Context: an optimization exercise on an open-source flow, tuned for small area. The choices shown serve that exercise and are no tape-out recipe.
Only simulation tests tie the RTL to the original design; equivalence was not proved.
The clock input has no modelled driver; a real chip could not lean on it and would need a root buffer or a full tree.
Power and IR drop assume default switching activity.

==> inputs of exp/tundra <==
==> flow/design.v <==
module uart_fifo_ctrl(
	input wire clk,
	input wire rst,
	input wire rx,
	output wire tx
);
	reg [3:0] pos;
	reg [3:0] rd_off;
	wire do_wr, do_rd;
	always @(posedge clk)
		if (!do_wr)
			pos <= pos + 4'd1;
	reg [127:0] ring;
	wire [7:0] ring_out = ring[127:120];
	wire wr_now;
	reg [7:0] rx_sh;
	wire [7:0] ring_in = wr_now ? rx_sh : ring_out;
	always @(posedge clk)
		ring <= {ring[119:0], ring_in};
	reg [3:0] rx_ph;
	reg [3:0] rx_cnt;
	wire rx_idle = (rx_ph == 4'd3) || (rx_ph == 4'd2);
	wire rx_tick = (rx_cnt == 4'd15);
	always @(posedge clk)
		rx_cnt <= (rx_idle && !rx) ? 4'd8 : rx_cnt + 4'd1;
	always @(posedge clk)
		if (rx_ph[3] && rx_tick)
			rx_sh <= {rx, rx_sh[7:1]};
	always @(posedge clk or posedge rst) begin
		if (rst)
			rx_ph <= 4'd3;
		else if (rx_idle)
			rx_ph <= rx ? 4'd3 : 4'd7;
		else if (rx_ph == 4'd1)
			rx_ph <= 4'd2;
		else if (rx_ph == 4'd4)
			rx_ph <= 4'd3;
		else if (rx_tick) begin
			if (rx_ph == 4'd7)
				rx_ph <= rx ? 4'd3 : 4'd8;
			else if (rx_ph == 4'd0)
				rx_ph <= rx ? 4'd1 : 4'd4;
			else
				rx_ph <= rx_ph + 4'd1;
		end
	end
	reg last_wr;	 
	reg full, empty;
	reg pend;	 
	assign do_wr = (rx_ph == 4'd2) && !full;
	wire ptr_eq = (rd_off == 4'd0);
	wire cnt0 = ptr_eq && !last_wr;
	assign wr_now = pend && (pos == 4'd15);
	always @(posedge clk or posedge rst) begin
		if (rst) begin
			rd_off <= 4'd0;
			last_wr <= 1'b0;
			full <= 1'b0;
			empty <= 1'b1;
			pend <= 1'b0;
		end else begin
			if (do_wr != do_rd) begin
				rd_off <= do_rd ? rd_off + 4'd1 : rd_off - 4'd1;
				last_wr <= do_wr;
			end
			full <= ptr_eq && last_wr;
			empty <= cnt0;
			if (do_wr)
				pend <= 1'b1;
			else if (wr_now)
				pend <= 1'b0;
		end
	end
	reg [3:0] tx_ph;
	reg [3:0] tx_cnt;
	reg [7:0] tx_buf;
	wire tx_idle = (tx_ph == 4'd2);
	assign do_rd = tx_idle && !empty;
	wire tx_free = (tx_ph == 4'd0) || (tx_ph == 4'd1) || tx_idle;
	wire tx_pre = (tx_ph == 4'd6) || (tx_ph == 4'd7);
	always @(posedge clk)
		tx_cnt <= do_rd ? 4'd15 : tx_cnt + 4'd1;
	always @(posedge clk or posedge rst) begin
		if (rst)
			tx_ph <= 4'd2;
		else if (tx_idle) begin
			if (do_rd)
				tx_ph <= 4'd6;
		end else if (tx_cnt == 4'd15 || tx_ph == 4'd1)
			tx_ph <= tx_ph + 4'd1;
	end
	always @(posedge clk)
		if ((tx_free && pos == rd_off) || (tx_pre && wr_now && cnt0))
			tx_buf <= ring_in;
	assign tx = (tx_ph == 4'd7) ? 1'b0 : (tx_ph[3] ? tx_buf[tx_ph[2:0]] : 1'b1);
endmodule
==> flow/run.sh <==
#!/bin/bash
# synth_recipe.tcl (not shown) runs the flow's synth.tcl, then flattens the netlist and writes it again
# the make line also repeats each setting of config.mk as NAME=value (left out here)
make -C /OpenROAD-flow-scripts/flow DESIGN_CONFIG=/design/flow/config.mk WORK_HOME=/design/flow/orfs CLKGATE_MAP_FILE= SYNTH_SCRIPT=/design/flow/synth_recipe.tcl finish
==> flow/config.mk <==
export PLATFORM = sky130hd
export DESIGN_NAME = uart_fifo_ctrl
export DESIGN_NICKNAME = uart_fifo_ctrl
export VERILOG_FILES = /design/flow/design.v
export SDC_FILE = /design/flow/constraint.sdc
export NUM_CORES = 4
export LEC_CHECK = 0
export CAP_MARGIN = 20
export CORE_MARGIN = 2
export CORE_UTILIZATION = 60
export CTS_BUF_LIST = sky130_fd_sc_hd__clkbuf_8
export SLEW_MARGIN = 20
==> flow/constraint.sdc <==
create_clock -name core_clock -period 10.0 [get_ports {clk}]
set_input_delay 2.0000 -clock core_clock [delete_from_list [all_inputs] [get_ports {clk}]]
set_output_delay 2.0000 -clock core_clock [all_outputs]
set_load 0.01 [all_outputs]
==> exp/garnet (differences from exp/tundra) <==
--- a/flow/config.mk
+++ b/flow/config.mk
@@ -7,6 +7,5 @@
 export LEC_CHECK = 0
 export CAP_MARGIN = 20
 export CORE_MARGIN = 2
-export CORE_UTILIZATION = 60
-export CTS_BUF_LIST = sky130_fd_sc_hd__clkbuf_8
+export CORE_UTILIZATION = 40
 export SLEW_MARGIN = 20
==> exp/pepper (differences from exp/tundra) <==
==> flow/flow/run.sh (new file) <==
#!/bin/bash
# Standard layout, except that clock tree synthesis inserts no dummy loads.
set -euo pipefail
export CTS_ARGS="-sink_clustering_enable -repair_clock_nets -dont_use_dummy_load -buf_list sky130_fd_sc_hd__clkbuf_8"
bash standard.sh > standard_flow.log 2>&1
==> flow/standard.sh (new file) <==
#!/bin/bash
# synth_recipe.tcl (not shown) runs the flow's synth.tcl, then flattens the netlist and writes it again
# the make line also repeats each setting of config.mk as NAME=value (left out here)
make -C /OpenROAD-flow-scripts/flow DESIGN_CONFIG=/design/flow/config.mk WORK_HOME=/design/flow/orfs CLKGATE_MAP_FILE= SYNTH_SCRIPT=/design/flow/synth_recipe.tcl "${@:-finish}"
--- a/flow/config.mk
+++ b/flow/config.mk
@@ -8,5 +8,4 @@
 export CAP_MARGIN = 20
 export CORE_MARGIN = 2
 export CORE_UTILIZATION = 60
-export CTS_BUF_LIST = sky130_fd_sc_hd__clkbuf_8
 export SLEW_MARGIN = 20
removed: flow/run.sh
==> notes <==
- In synthesized cell count, exp/tundra and exp/pepper do not differ.
- Between exp/garnet and exp/pepper, the lower hold slack is in exp/pepper (gap 0.0081 ns).
- In exp/pepper the final cell count is smaller than in exp/tundra, by about 3.4%.
- In combinational power, exp/tundra and exp/pepper hardly differ.
- The highest via count belongs to exp/garnet, the lowest to exp/pepper.
- Setup slack, highest first: exp/pepper, exp/garnet, exp/tundra.
- In sequential cell count, exp/tundra and exp/pepper do not differ.
- Fmax: exp/pepper > exp/garnet > exp/tundra.
==> figures <==
	exp/tundra	exp/pepper	exp/garnet
Run status	complete, no violations	complete, no violations	complete, no violations
Data arrival time of the worst path	2.37 ns	2.27 ns	2.28 ns
Setup ws final	5.625 ns	5.728 ns	5.722 ns
Met2 GRT Util	23.98%	22.66%	14.69%
Initial cell density of the core	62.18%	62.18%	40.51%
Number of vias in the routed layout	2,183	2,155	2,184
Post-detailed-route wirelength per cell	13.97 um	14.03 um	12.45 um
Placed standard-cell area	4923 um^2	4923 um^2	4980 um^2
Highest Clock Rate	228.6 MHz	234.1 MHz	233.7 MHz
Root Driver	sky130_fd_sc_hd__clkbuf_8	sky130_fd_sc_hd__clkbuf_8	sky130_fd_sc_hd__clkbuf_16
Fraction of power consumed by the clock network	26.0%	20.1%	32.6%
Drt total wl	6.175 mm	5.990 mm	6.062 mm
Number of non-filler instances in the completed layout	442	427	487
Detail Route met3 WL	166 um	150 um	232 um
WL met2	2.762 mm	2.573 mm	2.580 mm
Comb power	0.329 mW	0.326 mW	0.327 mW
Worst path slowest cell	sky130_fd_sc_hd__dfrtp_1	sky130_fd_sc_hd__mux4_2	sky130_fd_sc_hd__mux4_2

==> run a: inputs <==
RTL: the design.v shown in full above, as it stands there.
Settings: LEC_CHECK=0, CAP_MARGIN=20, CORE_MARGIN=2, CORE_UTILIZATION=70, SLEW_MARGIN=20; clock period 10.0 ns.
standard.sh (not shown) runs the stock make flow with config.mk's settings and CLKGATE_MAP_FILE= SYNTH_SCRIPT=/design/flow/synth_recipe.tcl, a recipe that flattens the netlist after the stock synthesis.
==> flow/flow/run.sh <==
#!/bin/bash
# Standard layout with two changes:
#  - after floorplanning, combinational cells are set to their smallest
#    drive strength (downsize.tcl); placement's repair sizes up where needed;
#  - the clock tree is built by manual_cts.tcl: one root buffer driving 16
#    leaf buffers, each at the centre of an equal-sized group of flip-flops.
set -euo pipefail
F=$PWD/flow
export POST_FLOORPLAN_TCL=$F/downsize.tcl
export PRE_CTS_TCL=$F/manual_cts.tcl
export MCTS_N=16 MCTS_CELL=sky130_fd_sc_hd__clkbuf_4 MCTS_ROOT=sky130_fd_sc_hd__clkbuf_16
bash standard.sh > standard_flow.log 2>&1
==> flow/flow/downsize.tcl <==
# Set every combinational cell to the smallest drive strength of its
# family; the placement's repair_design sizes up again wherever the design
# rules need it. Flip-flops keep the cell that synthesis gave them.
set ds_count 0
set ds_saved 0.0
foreach inst [get_cells *] {
  set lc [get_lib_cells -of_objects $inst]
  set name [get_name $lc]
  if {![regexp {^(sky130_fd_sc_hd__[a-z0-9]+)_([0-9]+)$} $name -> base drive]} continue
  if {[regexp {__(df|edf|sdf|dl|tap|fill|decap|conb)} $name]} continue
  set best $lc
  set best_area [get_property $lc area]
  foreach cand [get_lib_cells ${base}_*] {
    set cn [get_name $cand]
    if {![regexp "^${base}_\[0-9\]+\$" $cn]} continue
    set skip 0
    foreach pat $::env(DONT_USE_CELLS) { if {[string match $pat $cn]} { set skip 1 } }
    if {$skip} continue
    set a [get_property $cand area]
    if {$a < $best_area} { set best $cand; set best_area $a }
  }
  if {$best ne $lc} {
    set ds_saved [expr {$ds_saved + [get_property $lc area] - $best_area}]
    replace_cell $inst $best
    incr ds_count
  }
}
puts "downsize: $ds_count cells, [format %.1f $ds_saved] um2"
==> flow/flow/manual_cts.tcl <==
set mcts_n $::env(MCTS_N)
set block [ord::get_db_block]
set db [ord::get_db]
set clk_net [$block findNet clk]

proc mcts_split {pts n} {
  # pts: list of {x y iterm}; returns a list of n groups
  if {$n <= 1} { return [list $pts] }
  set n1 [expr {$n / 2}]
  set n2 [expr {$n - $n1}]
  set xs [lsort -real [lmap p $pts {lindex $p 0}]]
  set ys [lsort -real [lmap p $pts {lindex $p 1}]]
  set idx [expr {[string is double [lindex $xs end]] ? 0 : 0}]
  if {[lindex $xs end] - [lindex $xs 0] >= [lindex $ys end] - [lindex $ys 0]} { set idx 0 } else { set idx 1 }
  set s [lsort -real -index $idx $pts]
  set k [expr {int(round(double([llength $pts]) * $n1 / $n))}]
  return [concat [mcts_split [lrange $s 0 [expr {$k - 1}]] $n1] [mcts_split [lrange $s $k end] $n2]]
}

proc mcts_buffer {block db cell name in_net out_net x y} {
  set master [$db findMaster $cell]
  set inst [odb::dbInst_create $block $master $name]
  $inst setLocation [expr {int($x)}] [expr {int($y)}]
  $inst setPlacementStatus PLACED
  foreach mt [$master getMTerms] {
    if {[$mt getSigType] == "POWER" || [$mt getSigType] == "GROUND"} continue
    if {[$mt getIoType] == "INPUT"} { [$inst findITerm [$mt getName]] connect $in_net }
    if {[$mt getIoType] == "OUTPUT"} { [$inst findITerm [$mt getName]] connect $out_net }
  }
  return $inst
}

set pts {}
foreach it [$clk_net getITerms] {
  set bb [[$it getInst] getBBox]
  lappend pts [list [expr {([$bb xMin] + [$bb xMax]) / 2.0}] [expr {([$bb yMin] + [$bb yMax]) / 2.0}] $it]
}
puts "manual cts: [llength $pts] sinks, $mcts_n buffers of $::env(MCTS_CELL)"
set groups [mcts_split $pts $mcts_n]
set src_net $clk_net
if {$mcts_n > 4} {
  set src_net [odb::dbNet_create $block "clknet_m_root"]
  $src_net setSigType CLOCK
}
set k 0
set cx 0; set cy 0
foreach g $groups {
  set sx 0; set sy 0
  foreach p $g { set sx [expr {$sx + [lindex $p 0]}]; set sy [expr {$sy + [lindex $p 1]}] }
  set x [expr {$sx / [llength $g]}]; set y [expr {$sy / [llength $g]}]
  set cx [expr {$cx + $x}]; set cy [expr {$cy + $y}]
  set net [odb::dbNet_create $block "clknet_m_$k"]
  $net setSigType CLOCK
  foreach p $g { set it [lindex $p 2]; $it disconnect; $it connect $net }
  mcts_buffer $block $db $::env(MCTS_CELL) "clkbuf_m_$k" $src_net $net $x $y
  puts "  buffer $k at $x $y drives [llength $g] sinks"
  incr k
}
if {$mcts_n > 4} {
  mcts_buffer $block $db $::env(MCTS_ROOT) "clkbuf_m_root" $clk_net $src_net [expr {$cx / $mcts_n}] [expr {$cy / $mcts_n}]
}
rename clock_tree_synthesis orig_clock_tree_synthesis
proc clock_tree_synthesis {args} { puts "clock_tree_synthesis replaced by the manual tree" }
==> run b (differences from run a) <==
--- a/flow/design.v
+++ b/flow/design.v
@@ -4,12 +4,10 @@
 	input wire rx,
 	output wire tx
 );
-	reg [3:0] pos;
-	reg [3:0] rd_off;
-	wire do_wr, do_rd;
+	reg [3:0] lab;
+	wire [3:0] lab_n = lab + 4'd1;
 	always @(posedge clk)
-		if (!do_wr)
-			pos <= pos + 4'd1;
+		lab <= lab_n;
 	reg [127:0] ring;
 	wire [7:0] ring_out = ring[127:120];
 	wire wr_now;
@@ -44,25 +42,30 @@
 				rx_ph <= rx_ph + 4'd1;
 		end
 	end
+	reg [3:0] wp, rp;
 	reg last_wr;	 
 	reg full, empty;
 	reg pend;	 
-	assign do_wr = (rx_ph == 4'd2) && !full;
-	wire ptr_eq = (rd_off == 4'd0);
+	wire do_wr = (rx_ph == 4'd2) && !full;
+	wire do_rd;
+	wire ptr_eq = (wp == rp);
 	wire cnt0 = ptr_eq && !last_wr;
-	assign wr_now = pend && (pos == 4'd15);
+	assign wr_now = pend && (lab_n == wp);
 	always @(posedge clk or posedge rst) begin
 		if (rst) begin
-			rd_off <= 4'd0;
+			wp <= 4'd0;
+			rp <= 4'd0;
 			last_wr <= 1'b0;
 			full <= 1'b0;
 			empty <= 1'b1;
 			pend <= 1'b0;
 		end else begin
-			if (do_wr != do_rd) begin
-				rd_off <= do_rd ? rd_off + 4'd1 : rd_off - 4'd1;
+			if (do_wr)
+				wp <= wp + 4'd1;
+			if (do_rd)
+				rp <= rp + 4'd1;
+			if (do_wr != do_rd)
 				last_wr <= do_wr;
-			end
 			full <= ptr_eq && last_wr;
 			empty <= cnt0;
 			if (do_wr)
@@ -90,7 +93,7 @@
 			tx_ph <= tx_ph + 4'd1;
 	end
 	always @(posedge clk)
-		if ((tx_free && pos == rd_off) || (tx_pre && wr_now && cnt0))
+		if ((tx_free && lab == rp) || (tx_pre && wr_now && cnt0))
 			tx_buf <= ring_in;
 	assign tx = (tx_ph == 4'd7) ? 1'b0 : (tx_ph[3] ? tx_buf[tx_ph[2:0]] : 1'b1);
 endmodule
==> flow/run.sh (new file) <==
#!/bin/bash
# synth_recipe.tcl (not shown) runs the flow's synth.tcl, then flattens the netlist and writes it again
# the make line also repeats each setting of config.mk as NAME=value (left out here)
make -C /OpenROAD-flow-scripts/flow DESIGN_CONFIG=/design/flow/config.mk WORK_HOME=/design/flow/orfs CLKGATE_MAP_FILE= SYNTH_SCRIPT=/design/flow/synth_recipe.tcl finish
CORE_UTILIZATION = 40   (was 70)
removed: flow/flow/run.sh
removed: flow/flow/downsize.tcl
removed: flow/flow/manual_cts.tcl
removed: flow/standard.sh
==> impl_metrics.py <==
metrics = {
    "status": {
        "status": "finished clean",
    },
    "cells_and_area": {
        "drive_gt1_share_pct": 10.15,
        "fillCellCount": 432,
        "multi_input_area_share_pct": 19.30,
        "area_growth_syn_to_layout_pct": 4.141,
    },
    "synth": {
        "yosysSeqAreaShare_pct": 77.60,
        "netlist_top_cells_count": "dfxtp_1, edfxtp_1, ha_1, dfrtp_1, nand2_1",
    },
    "timing": {
        "worst_hold_slack_ns": 0.3197,
        "worst_slack_ns": 5.765,
    },
    "global_routing": {
        "grt_util_met3_pct": 1.810,
    },
    "pwr": {
        "seq-power_mw": 1.02,
        "switching_power_mw": 0.4454,
        "p_leak_nw": 2.022,
    },
    "worst_setup_path": {
        "worstPathArrival_ns": 2.24,
        "cp_slowest_cell": "dfrtp_1",
    },
    "drt": {
        "wl_met3_um": 178,
    },
    "floorplanning": {
        "initial_core_util_pct": 71.51,
    },
}
[end of results for run a]
==> impl_metrics.py <==
metrics = {
    "synth": {
        "netlist_top_cells_count": "dfxtp_1, dfrtp_1, edfxtp_1, ha_1, xnor2_1",
        "yosysSeqAreaShare_pct": 76.72,
    },
    "pwr": {
        "seq-power_mw": 0.913,
        "p_leak_nw": 2.292,
        "switching_power_mw": 0.4855,
    },
    "timing": {
        "worst_hold_slack_ns": 0.3205,
    },
    "status": {
        "status": "finished clean",
    },
    "worst_setup_path": {
        "cp_slowest_cell": "mux4_2",
        "worstPathArrival_ns": 2.15,
    },
}
[end of results for run b]
In run a the design's own scripts or RTL, not TritonCTS, make the clock network.

-- static timing again, ports no longer ideal --
No port has a modelled driver above. Below, the same layouts with a new extraction and two added sets of constraints. Step 1 assumes that a clkbuf_16 drives the clock port and a buf_2 every other input. Step 2 adds t to the input delays and takes it off the output delays; t is the mean of the earliest and latest rising clock arrival at the registers after step 1. Input paths then give back, and output paths get back, about the clock's delay inside the block. a / b / c = ideal / step 1 / step 2; a / b = the first two.
run	shift t [ns]	setup WS [ns]	latest minus earliest clock arrival (ns)
exp/tundra	0.449	5.625 / 5.595 / 6.044	0.014 / 0.014
exp/garnet	0.446	5.722 / 5.683 / 6.129	0.005 / 0.005
exp/pepper	0.436	5.728 / 5.697 / 6.133	0.045 / 0.046
run a	0.387	5.765 / 5.733 / 6.120	0.028 / 0.028
run b	0.440	5.855 / 5.821 / 6.261	0.011 / 0.011
After both steps every run listed still meets setup and hold.
